This is an optimization exercise on Yosys and OpenROAD, whose aim is small area, not a production implementation. The RTL was checked by simulation tests, not by an equivalence proof against the original design.

==> flow/design.v (outline; a module is shown in full before it is edited, if it fits) <==
// module fft: 1630 lines
// module fft_rca: 12 lines
// module fft_rcah: 16 lines
// module fft_fa: 6 lines
module fft(clk,rst,fir_data,fir_valid,fft_data,fft_valid,freq,fft_fin);
  // ...
==> flow/run.sh <==
#!/bin/bash
# synth_recipe.tcl (not shown) runs the flow's synth.tcl, then flattens the netlist and writes it again
# the make line also repeats each setting of config.mk as NAME=value (left out here)
make -C /OpenROAD-flow-scripts/flow DESIGN_CONFIG=/design/flow/config.mk WORK_HOME=/design/flow/orfs CLKGATE_MAP_FILE= SYNTH_SCRIPT=/design/flow/synth_recipe.tcl finish
==> flow/config.mk <==
export PLATFORM = sky130hd
export DESIGN_NAME = fft
export DESIGN_NICKNAME = fft
export VERILOG_FILES = /design/flow/design.v
export SDC_FILE = /design/flow/constraint.sdc
export NUM_CORES = 4
export LEC_CHECK = 0
export CAP_MARGIN = 20
export CORE_MARGIN = 2
export CORE_UTILIZATION = 65
export CTS_BUF_LIST = sky130_fd_sc_hd__clkbuf_8
export CTS_CLUSTER_DIAMETER = 50
export CTS_CLUSTER_SIZE = 16
export PLACE_DENSITY = 0.75
export SLEW_MARGIN = 20
export SYNTH_HIERARCHICAL = 1
export SYNTH_MINIMUM_KEEP_SIZE = 0
==> flow/constraint.sdc <==
create_clock -name core_clock -period 12.0 [get_ports {clk}]
set_input_delay 2.4000 -clock core_clock [delete_from_list [all_inputs] [get_ports {clk}]]
set_output_delay 2.4000 -clock core_clock [all_outputs]
set_load 0.01 [all_outputs]
==> results.txt, run 1 <==
die width 231 µm; commonest non-fill, non-tap cell in the layout dfxtp_1; Final GP Congestion about 0.92; FF-to-FF Start qb[1]; vias 20600; layout cell share with drive strength beyond 1 11.1%; Post-synth EDFFs 0; area of the multi-input gates 20400 µm²; Worst Setup Path Type flip-flop to output port; uppermost layer routed met4; biggest regs f1 x128, f2i x96, f2r x96; vias in the first global route between 20000 and 25000; initial antenna violation count 0; end of the worst hold path f3r[1][5]; Yosys reg bits 588; synth top area cells dfxtp_1 35%, fa_1 32%, mux2_2 4.4%; met2 global-route usage 50.8%; Async SR Flop Fraction 0%; Clk pin slew, worst setup/hold paths 0.10 ns; status finished clean; GRT met3 Usage 3.53%; largest family of logic cells by synthesized area adder cells; Synth Area in XOR/XNOR 2.30%; initial drt markers between 1500 and 2000; sequential area share after synthesis 35.1%; Synth warnings 12; Min-Delay Path Depth 0
==> inputs of run 2 (changes only) <==
--- a/flow/design.v
+++ b/flow/design.v
@@ -420,28 +420,19 @@
 assign tac_222 = tac_65 & tac_220;
 wire tac_223;
 assign tac_223 = tac_77 ^ tac_222;
 wire tac_224;
 assign tac_224 = tac_77 & tac_222;
 wire tac_225;
 wire tac_226;
 fft_fa u_tac_225 (.a(tac_78), .b(tac_89), .c(tac_224), .s(tac_225), .co(tac_226));
-assign pAC[8] = tac_211;
-assign pAC[9] = tac_213;
-assign pAC[10] = tac_215;
-assign pAC[11] = tac_217;
-assign pAC[12] = tac_219;
-assign pAC[13] = tac_221;
-assign pAC[14] = tac_223;
-assign pAC[15] = tac_225;
 wire tac_227;
 wire tac_228;
-assign tac_227 = tac_90 ^ tac_101 ^ 1'b0;
-assign tac_228 = (tac_90 & tac_101) | (tac_90 & 1'b0) | (tac_101 & 1'b0);
+fft_fa u_tac_227 (.a(tac_90), .b(tac_101), .c(tac_226), .s(tac_227), .co(tac_228));
 wire tac_229;
 wire tac_230;
 fft_fa u_tac_229 (.a(tac_102), .b(tac_111), .c(tac_228), .s(tac_229), .co(tac_230));
 wire tac_231;
 assign tac_231 = tac_121 ^ tac_230;
 wire tac_232;
 assign tac_232 = tac_121 & tac_230;
 wire tac_233;
@@ -458,20 +449,36 @@
 assign tac_238 = tac_151 & tac_236;
 wire tac_239;
 assign tac_239 = tac_161 ^ tac_238;
 wire tac_240;
 assign tac_240 = tac_161 & tac_238;
 wire tac_241;
 wire tac_242;
 fft_fa u_tac_241 (.a(tac_162), .b(tac_169), .c(tac_240), .s(tac_241), .co(tac_242));
+assign pAC[8] = tac_211;
+assign pAC[9] = tac_213;
+assign pAC[10] = tac_215;
+assign pAC[11] = tac_217;
+assign pAC[12] = tac_219;
+assign pAC[13] = tac_221;
+assign pAC[14] = tac_223;
+assign pAC[15] = tac_225;
+assign pAC[16] = tac_227;
+assign pAC[17] = tac_229;
+assign pAC[18] = tac_231;
+assign pAC[19] = tac_233;
+assign pAC[20] = tac_235;
+assign pAC[21] = tac_237;
+assign pAC[22] = tac_239;
+assign pAC[23] = tac_241;
 wire tac_243;
-assign tac_243 = tac_177 ^ tac_242;
+assign tac_243 = tac_177 ^ 1'b0;
 wire tac_244;
-assign tac_244 = tac_177 & tac_242;
+assign tac_244 = tac_177 & 1'b0;
 wire tac_245;
 wire tac_246;
 fft_fa u_tac_245 (.a(tac_178), .b(tac_183), .c(tac_244), .s(tac_245), .co(tac_246));
 wire tac_247;
 assign tac_247 = tac_189 ^ tac_246;
 wire tac_248;
 assign tac_248 = tac_189 & tac_246;
 wire tac_249;
@@ -486,90 +493,52 @@
 fft_fa u_tac_253 (.a(tac_198), .b(tac_199), .c(tac_252), .s(tac_253), .co(tac_254));
 wire tac_255;
 assign tac_255 = tac_201 ^ tac_254;
 wire tac_256;
 assign tac_256 = tac_201 & tac_254;
 wire tac_257;
 assign tac_257 = ~ac1[15] ^ tac_202 ^ tac_256;
 wire tac_258;
+assign tac_258 = tac_177 ^ 1'b1;
 wire tac_259;
-assign tac_258 = tac_90 ^ tac_101 ^ 1'b1;
-assign tac_259 = (tac_90 & tac_101) | (tac_90 & 1'b1) | (tac_101 & 1'b1);
+assign tac_259 = tac_177 & 1'b1;
 wire tac_260;
 wire tac_261;
-fft_fa u_tac_260 (.a(tac_102), .b(tac_111), .c(tac_259), .s(tac_260), .co(tac_261));
+fft_fa u_tac_260 (.a(tac_178), .b(tac_183), .c(tac_259), .s(tac_260), .co(tac_261));
 wire tac_262;
-assign tac_262 = tac_121 ^ tac_261;
+assign tac_262 = tac_189 ^ tac_261;
 wire tac_263;
-assign tac_263 = tac_121 & tac_261;
+assign tac_263 = tac_189 & tac_261;
 wire tac_264;
-assign tac_264 = tac_131 ^ tac_263;
 wire tac_265;
-assign tac_265 = tac_131 & tac_263;
+fft_fa u_tac_264 (.a(tac_190), .b(tac_193), .c(tac_263), .s(tac_264), .co(tac_265));
 wire tac_266;
-assign tac_266 = tac_141 ^ tac_265;
+assign tac_266 = tac_197 ^ tac_265;
 wire tac_267;
-assign tac_267 = tac_141 & tac_265;
+assign tac_267 = tac_197 & tac_265;
 wire tac_268;
-assign tac_268 = tac_151 ^ tac_267;
 wire tac_269;
-assign tac_269 = tac_151 & tac_267;
+fft_fa u_tac_268 (.a(tac_198), .b(tac_199), .c(tac_267), .s(tac_268), .co(tac_269));
 wire tac_270;
-assign tac_270 = tac_161 ^ tac_269;
+assign tac_270 = tac_201 ^ tac_269;
 wire tac_271;
-assign tac_271 = tac_161 & tac_269;
+assign tac_271 = tac_201 & tac_269;
 wire tac_272;
+assign tac_272 = ~ac1[15] ^ tac_202 ^ tac_271;
+assign pAC[24] = tac_242 ? tac_258 : tac_243;
+assign pAC[25] = tac_242 ? tac_260 : tac_245;
+assign pAC[26] = tac_242 ? tac_262 : tac_247;
+assign pAC[27] = tac_242 ? tac_264 : tac_249;
+assign pAC[28] = tac_242 ? tac_266 : tac_251;
+assign pAC[29] = tac_242 ? tac_268 : tac_253;
+assign pAC[30] = tac_242 ? tac_270 : tac_255;
+assign pAC[31] = tac_242 ? tac_272 : tac_257;
 wire tac_273;
-fft_fa u_tac_272 (.a(tac_162), .b(tac_169), .c(tac_271), .s(tac_272), .co(tac_273));
-wire tac_274;
-assign tac_274 = tac_177 ^ tac_273;
-wire tac_275;
-assign tac_275 = tac_177 & tac_273;
-wire tac_276;
-wire tac_277;
-fft_fa u_tac_276 (.a(tac_178), .b(tac_183), .c(tac_275), .s(tac_276), .co(tac_277));
-wire tac_278;
-assign tac_278 = tac_189 ^ tac_277;
-wire tac_279;
-assign tac_279 = tac_189 & tac_277;
-wire tac_280;
-wire tac_281;
-fft_fa u_tac_280 (.a(tac_190), .b(tac_193), .c(tac_279), .s(tac_280), .co(tac_281));
-wire tac_282;
-assign tac_282 = tac_197 ^ tac_281;
-wire tac_283;
-assign tac_283 = tac_197 & tac_281;
-wire tac_284;
-wire tac_285;
-fft_fa u_tac_284 (.a(tac_198), .b(tac_199), .c(tac_283), .s(tac_284), .co(tac_285));
-wire tac_286;
-assign tac_286 = tac_201 ^ tac_285;
-wire tac_287;
-assign tac_287 = tac_201 & tac_285;
-wire tac_288;
-assign tac_288 = ~ac1[15] ^ tac_202 ^ tac_287;
-assign pAC[16] = tac_226 ? tac_258 : tac_227;
-assign pAC[17] = tac_226 ? tac_260 : tac_229;
-assign pAC[18] = tac_226 ? tac_262 : tac_231;
-assign pAC[19] = tac_226 ? tac_264 : tac_233;
-assign pAC[20] = tac_226 ? tac_266 : tac_235;
-assign pAC[21] = tac_226 ? tac_268 : tac_237;
-assign pAC[22] = tac_226 ? tac_270 : tac_239;
-assign pAC[23] = tac_226 ? tac_272 : tac_241;
-assign pAC[24] = tac_226 ? tac_274 : tac_243;
-assign pAC[25] = tac_226 ? tac_276 : tac_245;
-assign pAC[26] = tac_226 ? tac_278 : tac_247;
-assign pAC[27] = tac_226 ? tac_280 : tac_249;
-assign pAC[28] = tac_226 ? tac_282 : tac_251;
-assign pAC[29] = tac_226 ? tac_284 : tac_253;
-assign pAC[30] = tac_226 ? tac_286 : tac_255;
-assign pAC[31] = tac_226 ? tac_288 : tac_257;
-wire tac_289;
-assign tac_289 = tac_226 ? tac_287 : tac_256;
+assign tac_273 = tac_242 ? tac_271 : tac_256;
 wire tbc_1;
 wire tbc_2;
 assign tbc_1 = bc5[0] ^ 1'b1 ^ kbc[0];
 assign tbc_2 = (bc5[0] & 1'b1) | (bc5[0] & kbc[0]) | (1'b1 & kbc[0]);
 wire tbc_3;
 wire tbc_4;
 fft_fa u_tbc_3 (.a(bc5[1]), .b(kbc[1]), .c(tbc_2), .s(tbc_3), .co(tbc_4));
 wire tbc_5;
@@ -823,28 +792,20 @@
 wire tbc_158;
 fft_fa u_tbc_157 (.a(tbc_46), .b(tbc_51), .c(tbc_156), .s(tbc_157), .co(tbc_158));
 wire tbc_159;
 wire tbc_160;
 fft_fa u_tbc_159 (.a(tbc_55), .b(tbc_57), .c(tbc_158), .s(tbc_159), .co(tbc_160));
 wire tbc_161;
 wire tbc_162;
 fft_fa u_tbc_161 (.a(tbc_58), .b(tbc_65), .c(tbc_160), .s(tbc_161), .co(tbc_162));
-assign pBC[8] = tbc_147;
-assign pBC[9] = tbc_149;
-assign pBC[10] = tbc_151;
-assign pBC[11] = tbc_153;
-assign pBC[12] = tbc_155;
-assign pBC[13] = tbc_157;
-assign pBC[14] = tbc_159;
-assign pBC[15] = tbc_161;
 wire tbc_163;
-assign tbc_163 = tbc_73 ^ 1'b0;
+assign tbc_163 = tbc_73 ^ tbc_162;
 wire tbc_164;
-assign tbc_164 = tbc_73 & 1'b0;
+assign tbc_164 = tbc_73 & tbc_162;
 wire tbc_165;
 assign tbc_165 = tbc_81 ^ tbc_164;
 wire tbc_166;
 assign tbc_166 = tbc_81 & tbc_164;
 wire tbc_167;
 wire tbc_168;
 fft_fa u_tbc_167 (.a(tbc_82), .b(tbc_87), .c(tbc_166), .s(tbc_167), .co(tbc_168));
 wire tbc_169;
@@ -862,19 +823,36 @@
 wire tbc_175;
 assign tbc_175 = tbc_111 ^ tbc_174;
 wire tbc_176;
 assign tbc_176 = tbc_111 & tbc_174;
 wire tbc_177;
 assign tbc_177 = tbc_117 ^ tbc_176;
 wire tbc_178;
 assign tbc_178 = tbc_117 & tbc_176;
+assign pBC[8] = tbc_147;
+assign pBC[9] = tbc_149;
+assign pBC[10] = tbc_151;
+assign pBC[11] = tbc_153;
+assign pBC[12] = tbc_155;
+assign pBC[13] = tbc_157;
+assign pBC[14] = tbc_159;
+assign pBC[15] = tbc_161;
+assign pBC[16] = tbc_163;
+assign pBC[17] = tbc_165;
+assign pBC[18] = tbc_167;
+assign pBC[19] = tbc_169;
+assign pBC[20] = tbc_171;
+assign pBC[21] = tbc_173;
+assign pBC[22] = tbc_175;
+assign pBC[23] = tbc_177;
 wire tbc_179;
 wire tbc_180;
-fft_fa u_tbc_179 (.a(tbc_118), .b(tbc_121), .c(tbc_178), .s(tbc_179), .co(tbc_180));
+assign tbc_179 = tbc_118 ^ tbc_121 ^ 1'b0;
+assign tbc_180 = (tbc_118 & tbc_121) | (tbc_118 & 1'b0) | (tbc_121 & 1'b0);
 wire tbc_181;
 assign tbc_181 = tbc_125 ^ tbc_180;
 wire tbc_182;
 assign tbc_182 = tbc_125 & tbc_180;
 wire tbc_183;
 assign tbc_183 = tbc_129 ^ tbc_182;
 wire tbc_184;
 assign tbc_184 = tbc_129 & tbc_182;
@@ -890,91 +868,53 @@
 wire tbc_190;
 assign tbc_190 = tbc_137 & tbc_188;
 wire tbc_191;
 wire tbc_192;
 fft_fa u_tbc_191 (.a(~bc1[15]), .b(tbc_138), .c(tbc_190), .s(tbc_191), .co(tbc_192));
 wire tbc_193;
 assign tbc_193 = 1'b1 ^ tbc_192;
 wire tbc_194;
-assign tbc_194 = tbc_73 ^ 1'b1;
 wire tbc_195;
-assign tbc_195 = tbc_73 & 1'b1;
+assign tbc_194 = tbc_118 ^ tbc_121 ^ 1'b1;
+assign tbc_195 = (tbc_118 & tbc_121) | (tbc_118 & 1'b1) | (tbc_121 & 1'b1);
 wire tbc_196;
-assign tbc_196 = tbc_81 ^ tbc_195;
+assign tbc_196 = tbc_125 ^ tbc_195;
 wire tbc_197;
-assign tbc_197 = tbc_81 & tbc_195;
+assign tbc_197 = tbc_125 & tbc_195;
 wire tbc_198;
+assign tbc_198 = tbc_129 ^ tbc_197;
 wire tbc_199;
-fft_fa u_tbc_198 (.a(tbc_82), .b(tbc_87), .c(tbc_197), .s(tbc_198), .co(tbc_199));
+assign tbc_199 = tbc_129 & tbc_197;
 wire tbc_200;
-assign tbc_200 = tbc_93 ^ tbc_199;
+assign tbc_200 = tbc_133 ^ tbc_199;
 wire tbc_201;
-assign tbc_201 = tbc_93 & tbc_199;
+assign tbc_201 = tbc_133 & tbc_199;
 wire tbc_202;
-assign tbc_202 = tbc_99 ^ tbc_201;
 wire tbc_203;
-assign tbc_203 = tbc_99 & tbc_201;
+fft_fa u_tbc_202 (.a(tbc_134), .b(tbc_135), .c(tbc_201), .s(tbc_202), .co(tbc_203));
 wire tbc_204;
-assign tbc_204 = tbc_105 ^ tbc_203;
+assign tbc_204 = tbc_137 ^ tbc_203;
 wire tbc_205;
-assign tbc_205 = tbc_105 & tbc_203;
+assign tbc_205 = tbc_137 & tbc_203;
 wire tbc_206;
-assign tbc_206 = tbc_111 ^ tbc_205;
 wire tbc_207;
-assign tbc_207 = tbc_111 & tbc_205;
+fft_fa u_tbc_206 (.a(~bc1[15]), .b(tbc_138), .c(tbc_205), .s(tbc_206), .co(tbc_207));
 wire tbc_208;
-assign tbc_208 = tbc_117 ^ tbc_207;
+assign tbc_208 = 1'b1 ^ tbc_207;
+assign pBC[24] = tbc_178 ? tbc_194 : tbc_179;
+assign pBC[25] = tbc_178 ? tbc_196 : tbc_181;
+assign pBC[26] = tbc_178 ? tbc_198 : tbc_183;
+assign pBC[27] = tbc_178 ? tbc_200 : tbc_185;
+assign pBC[28] = tbc_178 ? tbc_202 : tbc_187;
+assign pBC[29] = tbc_178 ? tbc_204 : tbc_189;
+assign pBC[30] = tbc_178 ? tbc_206 : tbc_191;
+assign pBC[31] = tbc_178 ? tbc_208 : tbc_193;
 wire tbc_209;
-assign tbc_209 = tbc_117 & tbc_207;
-wire tbc_210;
-wire tbc_211;
-fft_fa u_tbc_210 (.a(tbc_118), .b(tbc_121), .c(tbc_209), .s(tbc_210), .co(tbc_211));
-wire tbc_212;
-assign tbc_212 = tbc_125 ^ tbc_211;
-wire tbc_213;
-assign tbc_213 = tbc_125 & tbc_211;
-wire tbc_214;
-assign tbc_214 = tbc_129 ^ tbc_213;
-wire tbc_215;
-assign tbc_215 = tbc_129 & tbc_213;
-wire tbc_216;
-assign tbc_216 = tbc_133 ^ tbc_215;
-wire tbc_217;
-assign tbc_217 = tbc_133 & tbc_215;
-wire tbc_218;
-wire tbc_219;
-fft_fa u_tbc_218 (.a(tbc_134), .b(tbc_135), .c(tbc_217), .s(tbc_218), .co(tbc_219));
-wire tbc_220;
-assign tbc_220 = tbc_137 ^ tbc_219;
-wire tbc_221;
-assign tbc_221 = tbc_137 & tbc_219;
-wire tbc_222;
-wire tbc_223;
-fft_fa u_tbc_222 (.a(~bc1[15]), .b(tbc_138), .c(tbc_221), .s(tbc_222), .co(tbc_223));
-wire tbc_224;
-assign tbc_224 = 1'b1 ^ tbc_223;
-assign pBC[16] = tbc_162 ? tbc_194 : tbc_163;
-assign pBC[17] = tbc_162 ? tbc_196 : tbc_165;
-assign pBC[18] = tbc_162 ? tbc_198 : tbc_167;
-assign pBC[19] = tbc_162 ? tbc_200 : tbc_169;
-assign pBC[20] = tbc_162 ? tbc_202 : tbc_171;
-assign pBC[21] = tbc_162 ? tbc_204 : tbc_173;
-assign pBC[22] = tbc_162 ? tbc_206 : tbc_175;
-assign pBC[23] = tbc_162 ? tbc_208 : tbc_177;
-assign pBC[24] = tbc_162 ? tbc_210 : tbc_179;
-assign pBC[25] = tbc_162 ? tbc_212 : tbc_181;
-assign pBC[26] = tbc_162 ? tbc_214 : tbc_183;
-assign pBC[27] = tbc_162 ? tbc_216 : tbc_185;
-assign pBC[28] = tbc_162 ? tbc_218 : tbc_187;
-assign pBC[29] = tbc_162 ? tbc_220 : tbc_189;
-assign pBC[30] = tbc_162 ? tbc_222 : tbc_191;
-assign pBC[31] = tbc_162 ? tbc_224 : tbc_193;
-wire tbc_225;
-assign tbc_225 = tbc_162 ? tbc_223 : tbc_192;
+assign tbc_209 = tbc_178 ? tbc_207 : tbc_192;
 wire q35 = ~q1[3] & q1[0] & (q1[2] ^ q1[1]);
 wire q4  = ~q1[3] & (q1[2:0] == 3'd4);
 wire q0P = q1[3] | (q1[2:0] == 3'd0);
 wire [23:0] Br = cnt[3] ? {a1, 8'd0} : (q35 ? pBC[31:8] : (q4 ? 24'd0 : pAC[31:8]));
 wire q17 = ~q1[3] & q1[0] & ~(q1[2] ^ q1[1]);
 wire [23:0] Bi = q17 ? pBC[31:8] : (q0P ? 24'd0 : pAC[31:8]);
 reg  [23:0] Brr, Bir;
 reg         z2r;
@@ -1407,23 +1347,23 @@
 assign xcr_240 = (xcr_2 & xcr_3) | (xcr_2 & xcr_239) | (xcr_3 & xcr_239);
 wire xcr_241;
 assign xcr_241 = xcr_7 & xcr_240;
 wire xcr_242;
 assign xcr_242 = (xcr_8 & xcr_11) | (xcr_8 & xcr_241) | (xcr_11 & xcr_241);
 wire xcr_243;
 assign xcr_243 = xcr_17 & xcr_242;
 wire xcr_244;
-assign xcr_244 = xcr_25 & 1'b0;
+assign xcr_244 = xcr_25 & xcr_243;
 wire xcr_245;
 assign xcr_245 = (xcr_26 & xcr_33) | (xcr_26 & xcr_244) | (xcr_33 & xcr_244);
 wire xcr_246;
 assign xcr_246 = xcr_43 & xcr_245;
 wire xcr_247;
-assign xcr_247 = xcr_53 & xcr_246;
+assign xcr_247 = xcr_53 & 1'b0;
 wire xcr_248;
 assign xcr_248 = xcr_63 & xcr_247;
 wire xcr_249;
 assign xcr_249 = xcr_73 & xcr_248;
 wire xcr_250;
 assign xcr_250 = xcr_83 & xcr_249;
 wire xcr_251;
 assign xcr_251 = xcr_93 & xcr_250;
@@ -1436,162 +1376,156 @@
 wire xcr_255;
 assign xcr_255 = xcr_133 ^ xcr_254;
 wire xcr_256;
 assign xcr_256 = xcr_133 & xcr_254;
 wire xcr_257;
 wire xcr_258;
 fft_fa u_xcr_257 (.a(xcr_134), .b(xcr_143), .c(xcr_256), .s(xcr_257), .co(xcr_258));
 wire xcr_259;
-assign xcr_259 = xcr_25 & 1'b1;
+assign xcr_259 = xcr_153 ^ xcr_258;
 wire xcr_260;
-assign xcr_260 = (xcr_26 & xcr_33) | (xcr_26 & xcr_259) | (xcr_33 & xcr_259);
+assign xcr_260 = xcr_153 & xcr_258;
 wire xcr_261;
-assign xcr_261 = xcr_43 & xcr_260;
+assign xcr_261 = xcr_163 ^ xcr_260;
 wire xcr_262;
-assign xcr_262 = xcr_53 & xcr_261;
+assign xcr_262 = xcr_163 & xcr_260;
 wire xcr_263;
-assign xcr_263 = xcr_63 & xcr_262;
+assign xcr_263 = xcr_53 & 1'b1;
 wire xcr_264;
-assign xcr_264 = xcr_73 & xcr_263;
+assign xcr_264 = xcr_63 & xcr_263;
 wire xcr_265;
-assign xcr_265 = xcr_83 & xcr_264;
+assign xcr_265 = xcr_73 & xcr_264;
 wire xcr_266;
-assign xcr_266 = xcr_93 & xcr_265;
+assign xcr_266 = xcr_83 & xcr_265;
 wire xcr_267;
-assign xcr_267 = xcr_103 & xcr_266;
+assign xcr_267 = xcr_93 & xcr_266;
 wire xcr_268;
-assign xcr_268 = xcr_113 & xcr_267;
+assign xcr_268 = xcr_103 & xcr_267;
 wire xcr_269;
-assign xcr_269 = xcr_123 & xcr_268;
+assign xcr_269 = xcr_113 & xcr_268;
 wire xcr_270;
-assign xcr_270 = xcr_133 ^ xcr_269;
+assign xcr_270 = xcr_123 & xcr_269;
 wire xcr_271;
-assign xcr_271 = xcr_133 & xcr_269;
+assign xcr_271 = xcr_133 ^ xcr_270;
 wire xcr_272;
+assign xcr_272 = xcr_133 & xcr_270;
 wire xcr_273;
-fft_fa u_xcr_272 (.a(xcr_134), .b(xcr_143), .c(xcr_271), .s(xcr_272), .co(xcr_273));
-assign Pr[24] = xcr_243 ? xcr_270 : xcr_255;
-assign Pr[25] = xcr_243 ? xcr_272 : xcr_257;
 wire xcr_274;
-assign xcr_274 = xcr_243 ? xcr_273 : xcr_258;
+fft_fa u_xcr_273 (.a(xcr_134), .b(xcr_143), .c(xcr_272), .s(xcr_273), .co(xcr_274));
 wire xcr_275;
-assign xcr_275 = xcr_153 ^ 1'b0;
+assign xcr_275 = xcr_153 ^ xcr_274;
 wire xcr_276;
-assign xcr_276 = xcr_153 & 1'b0;
+assign xcr_276 = xcr_153 & xcr_274;
 wire xcr_277;
 assign xcr_277 = xcr_163 ^ xcr_276;
 wire xcr_278;
 assign xcr_278 = xcr_163 & xcr_276;
+assign Pr[24] = xcr_246 ? xcr_271 : xcr_255;
+assign Pr[25] = xcr_246 ? xcr_273 : xcr_257;
+assign Pr[26] = xcr_246 ? xcr_275 : xcr_259;
+assign Pr[27] = xcr_246 ? xcr_277 : xcr_261;
 wire xcr_279;
-assign xcr_279 = xcr_173 ^ xcr_278;
+assign xcr_279 = xcr_246 ? xcr_278 : xcr_262;
 wire xcr_280;
-assign xcr_280 = xcr_173 & xcr_278;
+assign xcr_280 = xcr_173 ^ 1'b0;
 wire xcr_281;
-assign xcr_281 = xcr_183 ^ xcr_280;
+assign xcr_281 = xcr_173 & 1'b0;
 wire xcr_282;
-assign xcr_282 = xcr_183 & xcr_280;
+assign xcr_282 = xcr_183 ^ xcr_281;
 wire xcr_283;
-assign xcr_283 = xcr_193 ^ xcr_282;
+assign xcr_283 = xcr_183 & xcr_281;
 wire xcr_284;
-assign xcr_284 = xcr_193 & xcr_282;
+assign xcr_284 = xcr_193 ^ xcr_283;
 wire xcr_285;
+assign xcr_285 = xcr_193 & xcr_283;
 wire xcr_286;
-fft_fa u_xcr_285 (.a(xcr_194), .b(xcr_201), .c(xcr_284), .s(xcr_285), .co(xcr_286));
 wire xcr_287;
-assign xcr_287 = xcr_209 ^ xcr_286;
+fft_fa u_xcr_286 (.a(xcr_194), .b(xcr_201), .c(xcr_285), .s(xcr_286), .co(xcr_287));
 wire xcr_288;
-assign xcr_288 = xcr_209 & xcr_286;
+assign xcr_288 = xcr_209 ^ xcr_287;
 wire xcr_289;
+assign xcr_289 = xcr_209 & xcr_287;
 wire xcr_290;
-fft_fa u_xcr_289 (.a(xcr_210), .b(xcr_215), .c(xcr_288), .s(xcr_289), .co(xcr_290));
 wire xcr_291;
-assign xcr_291 = xcr_221 ^ xcr_290;
+fft_fa u_xcr_290 (.a(xcr_210), .b(xcr_215), .c(xcr_289), .s(xcr_290), .co(xcr_291));
 wire xcr_292;
-assign xcr_292 = xcr_221 & xcr_290;
+assign xcr_292 = xcr_221 ^ xcr_291;
 wire xcr_293;
+assign xcr_293 = xcr_221 & xcr_291;
 wire xcr_294;
-fft_fa u_xcr_293 (.a(xcr_222), .b(xcr_225), .c(xcr_292), .s(xcr_293), .co(xcr_294));
 wire xcr_295;
+fft_fa u_xcr_294 (.a(xcr_222), .b(xcr_225), .c(xcr_293), .s(xcr_294), .co(xcr_295));
 wire xcr_296;
-fft_fa u_xcr_295 (.a(xcr_226), .b(xcr_227), .c(xcr_294), .s(xcr_295), .co(xcr_296));
 wire xcr_297;
-assign xcr_297 = xcr_229 ^ xcr_296;
+fft_fa u_xcr_296 (.a(xcr_226), .b(xcr_227), .c(xcr_295), .s(xcr_296), .co(xcr_297));
 wire xcr_298;
-assign xcr_298 = xcr_229 & xcr_296;
+assign xcr_298 = xcr_229 ^ xcr_297;
 wire xcr_299;
+assign xcr_299 = xcr_229 & xcr_297;
 wire xcr_300;
-fft_fa u_xcr_299 (.a(~xvr[23]), .b(xcr_230), .c(xcr_298), .s(xcr_299), .co(xcr_300));
 wire xcr_301;
-assign xcr_301 = 1'b1 ^ xcr_300;
+fft_fa u_xcr_300 (.a(~xvr[23]), .b(xcr_230), .c(xcr_299), .s(xcr_300), .co(xcr_301));
 wire xcr_302;
-assign xcr_302 = xcr_153 ^ 1'b1;
+assign xcr_302 = 1'b1 ^ xcr_301;
 wire xcr_303;
-assign xcr_303 = xcr_153 & 1'b1;
+assign xcr_303 = xcr_173 ^ 1'b1;
 wire xcr_304;
-assign xcr_304 = xcr_163 ^ xcr_303;
+assign xcr_304 = xcr_173 & 1'b1;
 wire xcr_305;
-assign xcr_305 = xcr_163 & xcr_303;
+assign xcr_305 = xcr_183 ^ xcr_304;
 wire xcr_306;
-assign xcr_306 = xcr_173 ^ xcr_305;
+assign xcr_306 = xcr_183 & xcr_304;
 wire xcr_307;
-assign xcr_307 = xcr_173 & xcr_305;
+assign xcr_307 = xcr_193 ^ xcr_306;
 wire xcr_308;
-assign xcr_308 = xcr_183 ^ xcr_307;
+assign xcr_308 = xcr_193 & xcr_306;
 wire xcr_309;
-assign xcr_309 = xcr_183 & xcr_307;
 wire xcr_310;
-assign xcr_310 = xcr_193 ^ xcr_309;
+fft_fa u_xcr_309 (.a(xcr_194), .b(xcr_201), .c(xcr_308), .s(xcr_309), .co(xcr_310));
 wire xcr_311;
-assign xcr_311 = xcr_193 & xcr_309;
+assign xcr_311 = xcr_209 ^ xcr_310;
 wire xcr_312;
+assign xcr_312 = xcr_209 & xcr_310;
 wire xcr_313;
-fft_fa u_xcr_312 (.a(xcr_194), .b(xcr_201), .c(xcr_311), .s(xcr_312), .co(xcr_313));
 wire xcr_314;
-assign xcr_314 = xcr_209 ^ xcr_313;
+fft_fa u_xcr_313 (.a(xcr_210), .b(xcr_215), .c(xcr_312), .s(xcr_313), .co(xcr_314));
 wire xcr_315;
-assign xcr_315 = xcr_209 & xcr_313;
+assign xcr_315 = xcr_221 ^ xcr_314;
 wire xcr_316;
+assign xcr_316 = xcr_221 & xcr_314;
 wire xcr_317;
-fft_fa u_xcr_316 (.a(xcr_210), .b(xcr_215), .c(xcr_315), .s(xcr_316), .co(xcr_317));
 wire xcr_318;
-assign xcr_318 = xcr_221 ^ xcr_317;
+fft_fa u_xcr_317 (.a(xcr_222), .b(xcr_225), .c(xcr_316), .s(xcr_317), .co(xcr_318));
 wire xcr_319;
-assign xcr_319 = xcr_221 & xcr_317;
 wire xcr_320;
+fft_fa u_xcr_319 (.a(xcr_226), .b(xcr_227), .c(xcr_318), .s(xcr_319), .co(xcr_320));
 wire xcr_321;
-fft_fa u_xcr_320 (.a(xcr_222), .b(xcr_225), .c(xcr_319), .s(xcr_320), .co(xcr_321));
+assign xcr_321 = xcr_229 ^ xcr_320;
 wire xcr_322;
+assign xcr_322 = xcr_229 & xcr_320;
 wire xcr_323;
-fft_fa u_xcr_322 (.a(xcr_226), .b(xcr_227), .c(xcr_321), .s(xcr_322), .co(xcr_323));
 wire xcr_324;
-assign xcr_324 = xcr_229 ^ xcr_323;
+fft_fa u_xcr_323 (.a(~xvr[23]), .b(xcr_230), .c(xcr_322), .s(xcr_323), .co(xcr_324));
 wire xcr_325;
-assign xcr_325 = xcr_229 & xcr_323;
+assign xcr_325 = 1'b1 ^ xcr_324;
+assign Pr[28] = xcr_279 ? xcr_303 : xcr_280;
+assign Pr[29] = xcr_279 ? xcr_305 : xcr_282;
+assign Pr[30] = xcr_279 ? xcr_307 : xcr_284;
+assign Pr[31] = xcr_279 ? xcr_309 : xcr_286;
+assign Pr[32] = xcr_279 ? xcr_311 : xcr_288;
+assign Pr[33] = xcr_279 ? xcr_313 : xcr_290;
+assign Pr[34] = xcr_279 ? xcr_315 : xcr_292;
+assign Pr[35] = xcr_279 ? xcr_317 : xcr_294;
+assign Pr[36] = xcr_279 ? xcr_319 : xcr_296;
+assign Pr[37] = xcr_279 ? xcr_321 : xcr_298;
+assign Pr[38] = xcr_279 ? xcr_323 : xcr_300;
+assign Pr[39] = xcr_279 ? xcr_325 : xcr_302;
 wire xcr_326;
-wire xcr_327;
-fft_fa u_xcr_326 (.a(~xvr[23]), .b(xcr_230), .c(xcr_325), .s(xcr_326), .co(xcr_327));
-wire xcr_328;
-assign xcr_328 = 1'b1 ^ xcr_327;
-assign Pr[26] = xcr_274 ? xcr_302 : xcr_275;
-assign Pr[27] = xcr_274 ? xcr_304 : xcr_277;
-assign Pr[28] = xcr_274 ? xcr_306 : xcr_279;
-assign Pr[29] = xcr_274 ? xcr_308 : xcr_281;
-assign Pr[30] = xcr_274 ? xcr_310 : xcr_283;
-assign Pr[31] = xcr_274 ? xcr_312 : xcr_285;
-assign Pr[32] = xcr_274 ? xcr_314 : xcr_287;
-assign Pr[33] = xcr_274 ? xcr_316 : xcr_289;
-assign Pr[34] = xcr_274 ? xcr_318 : xcr_291;
-assign Pr[35] = xcr_274 ? xcr_320 : xcr_293;
-assign Pr[36] = xcr_274 ? xcr_322 : xcr_295;
-assign Pr[37] = xcr_274 ? xcr_324 : xcr_297;
-assign Pr[38] = xcr_274 ? xcr_326 : xcr_299;
-assign Pr[39] = xcr_274 ? xcr_328 : xcr_301;
-wire xcr_329;
-assign xcr_329 = xcr_274 ? xcr_327 : xcr_300;
+assign xcr_326 = xcr_279 ? xcr_324 : xcr_301;
 reg [15:0] s2r, s2i, h;
 always @(posedge clk) begin
   h   <= Pr[39:24];
   s2r <= mulC ? Pr[39:24] : vrr[23:8];
   s2i <= mulC ? h : vir[23:8];
 end
 reg  [15:0] f3r [0:1];
 reg  [15:0] f3i [0:1];
==> flow/config.mk (replaced) <==
export PLATFORM = sky130hd
export DESIGN_NAME = fft
export DESIGN_NICKNAME = fft
export VERILOG_FILES = /design/flow/design.v
export SDC_FILE = /design/flow/constraint.sdc
export NUM_CORES = 4
export LEC_CHECK = 0
export ABC_AREA = 1
export CAP_MARGIN = 20
export CORE_MARGIN = 2
export CORE_UTILIZATION = 80
export CTS_BUF_LIST = sky130_fd_sc_hd__clkbuf_8
export CTS_CLUSTER_DIAMETER = 50
export CTS_CLUSTER_SIZE = 16
export PLACE_DENSITY = 0.88
export SLEW_MARGIN = 20
export SYNTH_HIERARCHICAL = 1
export SYNTH_MINIMUM_KEEP_SIZE = 0
==> results.txt, run 2 <==
max-cap violation count 0 (unchanged); Tmin final 11.76 ns (was 11.74 ns); grt ovf 0 (unchanged); critical path capture point type output port (unchanged); initial antenna violation count 0 (unchanged); DIE AREA 42900 µm² (was 53400 µm²); fin. max-slew vios 0 (unchanged); drc violations 0 (unchanged); layout cell share with drive strength beyond 1 5.15% (was 11.1%); Max Clock Freq 85.0 MHz (was 85.2 MHz); # placed instances 3756 (was 3606); Synth warnings 12 (unchanged); Synth Flop Type dfxtp_1 (unchanged); Async SR Flop Fraction 0% (unchanged); Final GP Congestion 0.998 (was 0.923); Clk pin slew, worst setup/hold paths 0.10 ns (about the same); Slew headroom 30.0% (was 28.2%); final worst slack 0.236 ns (was 0.259 ns); cell area after synthesis 33000 µm² (was 33500 µm²); synth top area cells dfxtp_1 36%, fa_1 32%, nand2_1 6.4% (was dfxtp_1 35%, fa_1 32%, mux2_2 4.4%); Setup-failing EPs final 0 (unchanged); critical path arrival 9.36 ns (was 9.34 ns); crit-path max FO 5 (was 6); Post-synth EDFFs 0 (unchanged); die width 207 µm (was 231 µm); Worst setup SP type flip-flop (unchanged); remaining antenna violation count after routing 0 (unchanged); Worst Hold Class flip-flop to flip-flop (unchanged); HPWL after DPL 61500 µm (was 59300 µm); Tcrit/Tclk final 98.0% (was 97.8%); Synth cell types 44 (was 59); hold buffers post-CTS 0 (unchanged); Inserted Clock Buffers 51 (was 54); TritonCTS sink count 588 (unchanged); Fin. Hold Viols 0 (unchanged); Die Span Y 207 µm (was 231 µm); Area growth, synth to finish 6.58% (was 7.85%); Worst-Margin Slew 1.05 ns (was 1.07 ns); commonest non-fill, non-tap cell in the layout dfxtp_1 (unchanged); most frequent cells in the layout 583 x dfxtp_1, 557 x nand2_1, 530 x fa_1 (was 583 x dfxtp_1, 518 x fa_1, 265 x inv_1); status finished clean (unchanged); CTS tree yes (unchanged); clock latency on the worst-skew pair 0.70 ns (was 0.69 ns); setup TNS 0 ns (unchanged); port buffer count 56 (unchanged); # nets final 3919 (was 3620); largest net degree at the start of global routing 71 (was 88); Worst Setup Path Type flip-flop to output port (unchanged); biggest regs f1 x128, f2i x96, f2r x96 (unchanged); Reg-to-Reg End vrr[23] (unchanged); initial drt markers 2519 (was 1565); vias 23100 (was 20600); pre-CTS setup slack 0.196 ns (was 0.212 ns); worst reg2reg setup slack 0.39 ns (was 0.51 ns); utilization after layout 86.2% (was 70.7%); Top Ports 57 (unchanged); R2R depth 32 (was 33); vias in the first global route 24800 (was 22200); number of detailed-route iterations in the first pass 7 (was 5); core area 40800 µm² (was 51100 µm²); FF-to-FF Start qb[1] (unchanged); clk_skew 0.0598 ns (was 0.0581 ns); Critical Path RT 9.60 ns (about the same); cell type with the largest total area after synthesis dfxtp_1 (unchanged); area share of the largest cell type after synthesis 35.6% (was 35.1%); post-synthesis cell count 3249 (was 2940); total global-route track usage 39.3% (was 29.3%); max reg flops 128 (unchanged); Top reg by flops f1 (unchanged); routed length per instance 21.2 µm (was 20.1 µm); Post-synth top cells 588 x dfxtp_1, 559 x nand2_1, 533 x fa_1, 473 x inv_1, 209 x o21ai_0 (was 588 x dfxtp_1, 537 x fa_1, 279 x inv_1, 213 x nor2_1, 204 x nand2_1); hold slack 0.307 ns (was 0.308 ns); Layout Cells excl Fill 3837 (was 3700); end of the worst hold path f2r[1][19] (was f3r[1][5]); CTS max path bufs 3 (unchanged); sequential area share after synthesis 35.6% (was 35.1%); CTS root buf clkbuf_8 (unchanged); placed cell area 34100 µm² (was 34800 µm²); worst hold start f2r[0][19] (was f3r[0][5]); Initial Util 80.9% (was 65.5%); Final Instance Area 35200 µm² (was 36100 µm²); average size of a mapped cell 10.2 µm² (was 11.4 µm²); Min-Delay Path Depth 0 (unchanged); global-route wire length before repair 131000 µm (was 121000 µm); CTS H-tree depth 2 (unchanged); row cnt 74 (was 83); drt total wl 81200 µm (was 74300 µm); most frequent cell after synthesis dfxtp_1 (unchanged); vias per cell 6.02 (was 5.55); Yosys reg bits 588 (unchanged)
==> run 2: cell count changes in the layout (fill, tap and decap cells not counted), moves of 34 or more <==
cell,previous run,this run
a21oi_1,118,67
and2_1,69,5
mux2_2,130,14
mux2i_1,118,14
inv_1,265,472
o21ai_0,132,208
nand2_1,204,557
a22oi_1,24,64
nor2b_1,34,0
a211oi_1,49,3
==> run 2: cells by family (layout without fill, tap and decap cells) <==
kind of cell,Yosys count,in the layout,synth area share (%)
DFF,588,588,35.6
buffers and inverters,625,656,7.24
and+or+nand+nor,826,826,9.75
AOI/OAI and AO/OA,493,493,9.02
muxes,28,28,0.902
other,2,27,0.0227
xor gates and xnor gates,66,66,1.77
adders and majority gates,621,621,35.6
==> run 2: area by class of cell <==
cell class                      count  area [µm²]
Inverter                          482        1810
Timing Repair Buffer               96         892
Multi-Input combinational cell   2060       19000
Clock buffer                       51         702
Sequential cell                   588       11800
Tap cell                          532         666
Fill cell                        2134        5640
Antenna cell                        1        2.50
Clock inverter                     27         320
==> run 2: critical path: stages (launching register included) <==
cell,delay [ns]
dfxtp_4,0.38
ha_2,0.19
inv_1,0.09
ha_4,0.30
nand2_2,0.09
nor2_4,0.17
fa_1,0.44
inv_1,0.12
nor2_1,0.08
fa_2,0.41
fa_1,0.39
fa_1,0.40
fa_1,0.40
fa_1,0.39
fa_1,0.39
fa_1,0.40
fa_1,0.40
fa_1,0.39
fa_1,0.40
fa_1,0.39
fa_1,0.39
fa_1,0.40
fa_1,0.41
fa_1,0.42
fa_1,0.53
dlygate4sd2_1,0.29
==> run 2: what timing repair did <==
action	CTS	global route
cloned	1	0
pin swaps	0	3
gates resized for setup	10	16
setup endpoints to repair	4	3
setup buffers	0	1
==> run 2: per-module statistics from Yosys (local to each module, per instance), excerpt <==
| module | cell area (µm²) | flops+latches | cells inside | copies in the design |
|---|---|---|---|---|
| fft_fa | 20.0 | 0 | 1 | 533 |
| fft | 22200 | 588 | 2677 | 1 |
==> run 2: routing by layer <==
| metal | vias up | part of all wire [%] | GRT usage (%) |
|---|---|---|---|
| met3 | 355 | 8.3 | 7.55 |
| met2 | 1283 | 49 | 64.4 |
| met5 | - | 0 | 0 |
| li1 | 10100 | - | - |
| met1 | 11400 | 36 | 48.8 |
| met4 | 0 | 6.9 | 23.9 |
==> run 2: worst max path at each step <==
stage / from / endpoint / slack, ns / cells after the start
detailed placement: cnt[1] / fft_data[15] / 0.20 / 27
finish: cnt[1] / fft_data[31] / 0.24 / 25
CTS: cnt[1] / fft_data[15] / -0.03 / 27
global placement: cnt[1] / fft_data[15] / 0.52 / 27
global route: cnt[1] / fft_data[31] / -0.002 / 25
floorplan: cnt[0] / fft_data[15] / 0.29 / 31
==> inputs of run 3 (changes only) <==
--- a/flow/config.mk
+++ b/flow/config.mk
@@ -8,11 +8,11 @@
 export ABC_AREA = 1
 export CAP_MARGIN = 20
 export CORE_MARGIN = 2
-export CORE_UTILIZATION = 80
+export CORE_UTILIZATION = 65
 export CTS_BUF_LIST = sky130_fd_sc_hd__clkbuf_8
 export CTS_CLUSTER_DIAMETER = 50
 export CTS_CLUSTER_SIZE = 16
-export PLACE_DENSITY = 0.88
+export PLACE_DENSITY = 0.75
 export SLEW_MARGIN = 20
 export SYNTH_HIERARCHICAL = 1
 export SYNTH_MINIMUM_KEEP_SIZE = 0
==> results.txt, run 3 <==
Critical Path RT 9.60 ns (about the same); Synth Flop Type dfxtp_1 (unchanged); pre-CTS setup slack 0.165 ns (was 0.196 ns); die width 229 µm (was 207 µm); hold buffers post-CTS 0 (unchanged); Tcrit/Tclk final 98.2% (was 98.0%); area of the multi-input gates 19000 µm² (about the same); most frequent cells in the layout 583 x dfxtp_1, 557 x nand2_1, 525 x fa_1 (was 583 x dfxtp_1, 557 x nand2_1, 530 x fa_1); Post-synth EDFFs 0 (unchanged); Layout Cells excl Fill 3995 (was 3837); CTS max path bufs 3 (unchanged); Final Instance Area 35600 µm² (was 35200 µm²); CTS tree yes (unchanged); clock latency on the worst-skew pair 0.71 ns (was 0.70 ns); Tmin final 11.79 ns (was 11.76 ns); total global-route track usage 30.5% (was 39.3%); global-route wire length before repair 125000 µm (was 131000 µm); remaining antenna violation count after routing 0 (unchanged); Fill cells 3749 (was 2134); postcts setup bufs 0 (unchanged); # placed instances 3905 (was 3756); HPWL after DPL 59900 µm (was 61500 µm); Max Clock Freq 84.8 MHz (was 85.0 MHz); biggest regs f1 x128, f2i x96, f2r x96 (unchanged); vias 21900 (was 23100); Inserted Clock Buffers 56 (was 51); Post-synth top cells 588 x dfxtp_1, 559 x nand2_1, 533 x fa_1, 473 x inv_1, 209 x o21ai_0 (unchanged); antenna cell count 0 (was 1); Initial Util 65.8% (was 80.9%); area share of the largest cell type after synthesis 35.6% (unchanged); Setup-failing EPs final 0 (unchanged); # nets final 3931 (was 3919); crit-path max FO 22 (was 5); Synth cell types 44 (unchanged); layout cell share with drive strength beyond 1 5.99% (was 5.15%); synth top area cells dfxtp_1 36%, fa_1 32%, nand2_1 6.4% (unchanged); drt total wl 76600 µm (was 81200 µm); Top reg by flops f1 (unchanged); sequential area share after synthesis 35.6% (unchanged); Async SR Flop Fraction 0% (unchanged); Top Ports 57 (unchanged); row cnt 82 (was 74); DIE AREA 52600 µm² (was 42900 µm²); core area 50200 µm² (was 40800 µm²); number of detailed-route iterations in the first pass 8 (was 7); grt ovf 0 (unchanged); initial drt markers 1635 (was 2519); Worst Setup Path Type flip-flop to output port (unchanged); clk_skew 0.0807 ns (was 0.0598 ns); post-synthesis cell count 3249 (unchanged); drc violations 0 (unchanged); commonest non-fill, non-tap cell in the layout dfxtp_1 (unchanged); Fin. Hold Viols 0 (unchanged); cell area after synthesis 33000 µm² (unchanged); max-cap violation count 0 (unchanged); max reg flops 128 (unchanged); most frequent cell after synthesis dfxtp_1 (unchanged); CTS H-tree depth 2 (unchanged); largest net degree at the start of global routing 74 (was 71); Die Span Y 229 µm (was 207 µm); port buffer count 56 (unchanged); Clk pin slew, worst setup/hold paths 0.10 ns (about the same); average size of a mapped cell 10.2 µm² (unchanged); cell type with the largest total area after synthesis dfxtp_1 (unchanged); Yosys reg bits 588 (unchanged); Worst Hold Class flip-flop to flip-flop (unchanged); status finished clean (unchanged); critical path capture point type output port (unchanged); TritonCTS sink count 588 (unchanged); placed cell area 34300 µm² (was 34100 µm²); Area growth, synth to finish 7.68% (was 6.58%); Worst-Margin Slew 1.03 ns (was 1.05 ns); CTS root buf clkbuf_8 (unchanged); Final GP Congestion 0.983 (was 0.998); initial antenna violation count 1 (was 0); register area 11800 µm² (unchanged); vias per cell 5.49 (was 6.02); vias in the first global route 23500 (was 24800); fin. max-slew vios 0 (unchanged); Slew headroom 31.1% (was 30.0%); hold slack 0.285 ns (was 0.307 ns); Worst setup SP type flip-flop (unchanged); final worst slack 0.210 ns (was 0.236 ns); routed length per instance 19.2 µm (was 21.2 µm); critical path arrival 9.39 ns (was 9.36 ns); Synth warnings 12 (unchanged)
==> run 3: final timing paths <==
path,startpoint,end,slack [ns],depth (start not counted)
worst max-delay path,cnt[0],fft_data[31],0.21,26
worst min-delay path,f2r[1][18],f2r[2][18],0.29,0
worst max register to register,qb[1],vrr[23],0.56,32
worst min register to register,f2r[1][18],f2r[2][18],0.29,0
==> run 3: metal layers <==
metal  GRT usage, %  share of wire, %  vias to the layer above
li1               -                 -                    10100
met1           39.5                40                    10900
met2           52.3                50                      717
met3           4.52               6.0                      163
met4           11.6               3.9                        0
met5              0                 0                        -
==> run 3: worst max-delay path: stages (launching register included) <==
cell	delay, ns
dfxtp_2	0.35
buf_4	0.14
inv_2	0.07
ha_4	0.26
buf_12	0.15
nand2_2	0.09
nor2_4	0.06
fa_1	0.39
fa_1	0.40
fa_1	0.40
fa_1	0.39
fa_1	0.39
fa_1	0.40
fa_1	0.42
fa_1	0.39
fa_1	0.38
fa_1	0.38
fa_1	0.38
fa_1	0.39
fa_1	0.38
fa_1	0.39
fa_1	0.48
inv_2	0.11
nor2_1	0.06
fa_1	0.43
fa_1	0.49
clkdlybuf4s50_1	0.53
==> run 3: area by class of cell <==
class | instances | share of cell area (%)
repair buffers | 103 | 2.60
well taps | 672 | 2.36
inverters | 482 | 5.10
clock inverters | 33 | 1.08
multi-input cells | 2060 | 53.5
flip-flops and latches | 588 | 33.1
clock buffers | 57 | 2.21
==> run 3: cell families after synthesis <==
kind of cell,count (synthesis),synth area share [%]
muxes,28,0.902
adders and majority gates,621,35.6
AOI/OAI and AO/OA,493,9.02
DFF,588,35.6
and+or+nand+nor,826,9.75
xor gates and xnor gates,66,1.77
buffers and inverters,625,7.24
other,2,0.0227
==> run 3: per-module statistics from Yosys, one instance, submodules excluded, a selection <==
module | cell area [µm²] | flip-flops and latches | cells | copies in the design
fft | 22200 | 588 | 2677 | 1
fft_fa | 20.0 | 0 | 1 | 533
==> run 3: metrics by stage <==
| step | setup TNS, ns | util [%] |
|---|---|---|
| 4_1_cts | 0 | 70.8 |
| 5_1_grt | -0.0641 | 70.9 |
| 3_5_place_dp | 0 | 68.4 |
| 6_report | 0 | 70.9 |
| 3_3_place_gp | 0 | 68.4 |
| 2_1_floorplan | 0 | - |
==> run 3: what timing repair did <==
action	4_1_cts	5_1_grt
pin swaps	1	3
endpoints found under the setup margin	4	3
gates resized for setup	16	23
gates cloned	0	0

port drivers added, routing unchanged:
The flow's constraints put no driver on any port. The routed layouts listed below were extracted and timed again, unchanged, in two steps.
Step 1 assumes that a clkbuf_16 drives the clock port and a buf_2 every other input.
Step 2 adds t to the input delays and takes it off the output delays; t is the mean of the earliest and latest rising clock arrival at the registers after step 1. Input paths then give back, and output paths get back, about the clock's delay inside the block.
Slacks: ideal / step 1 / step 2; pairs: ideal / step 1.
run	t (ns)	setup slack, ns	hold WS [ns]	slew at the worst register clock pin (ns)	cell pins on the clock port's net
run 1	0.717	0.259 / 0.200 / 0.511	0.308 / 0.308 / 0.308	0.10 / 0.10	1
run 2	0.715	0.236 / 0.187 / 0.389	0.307 / 0.307 / 0.307	0.10 / 0.10	1
run 3	0.724	0.210 / 0.153 / 0.564	0.285 / 0.285 / 0.285	0.10 / 0.10	1
After both steps every run listed still meets setup and hold.
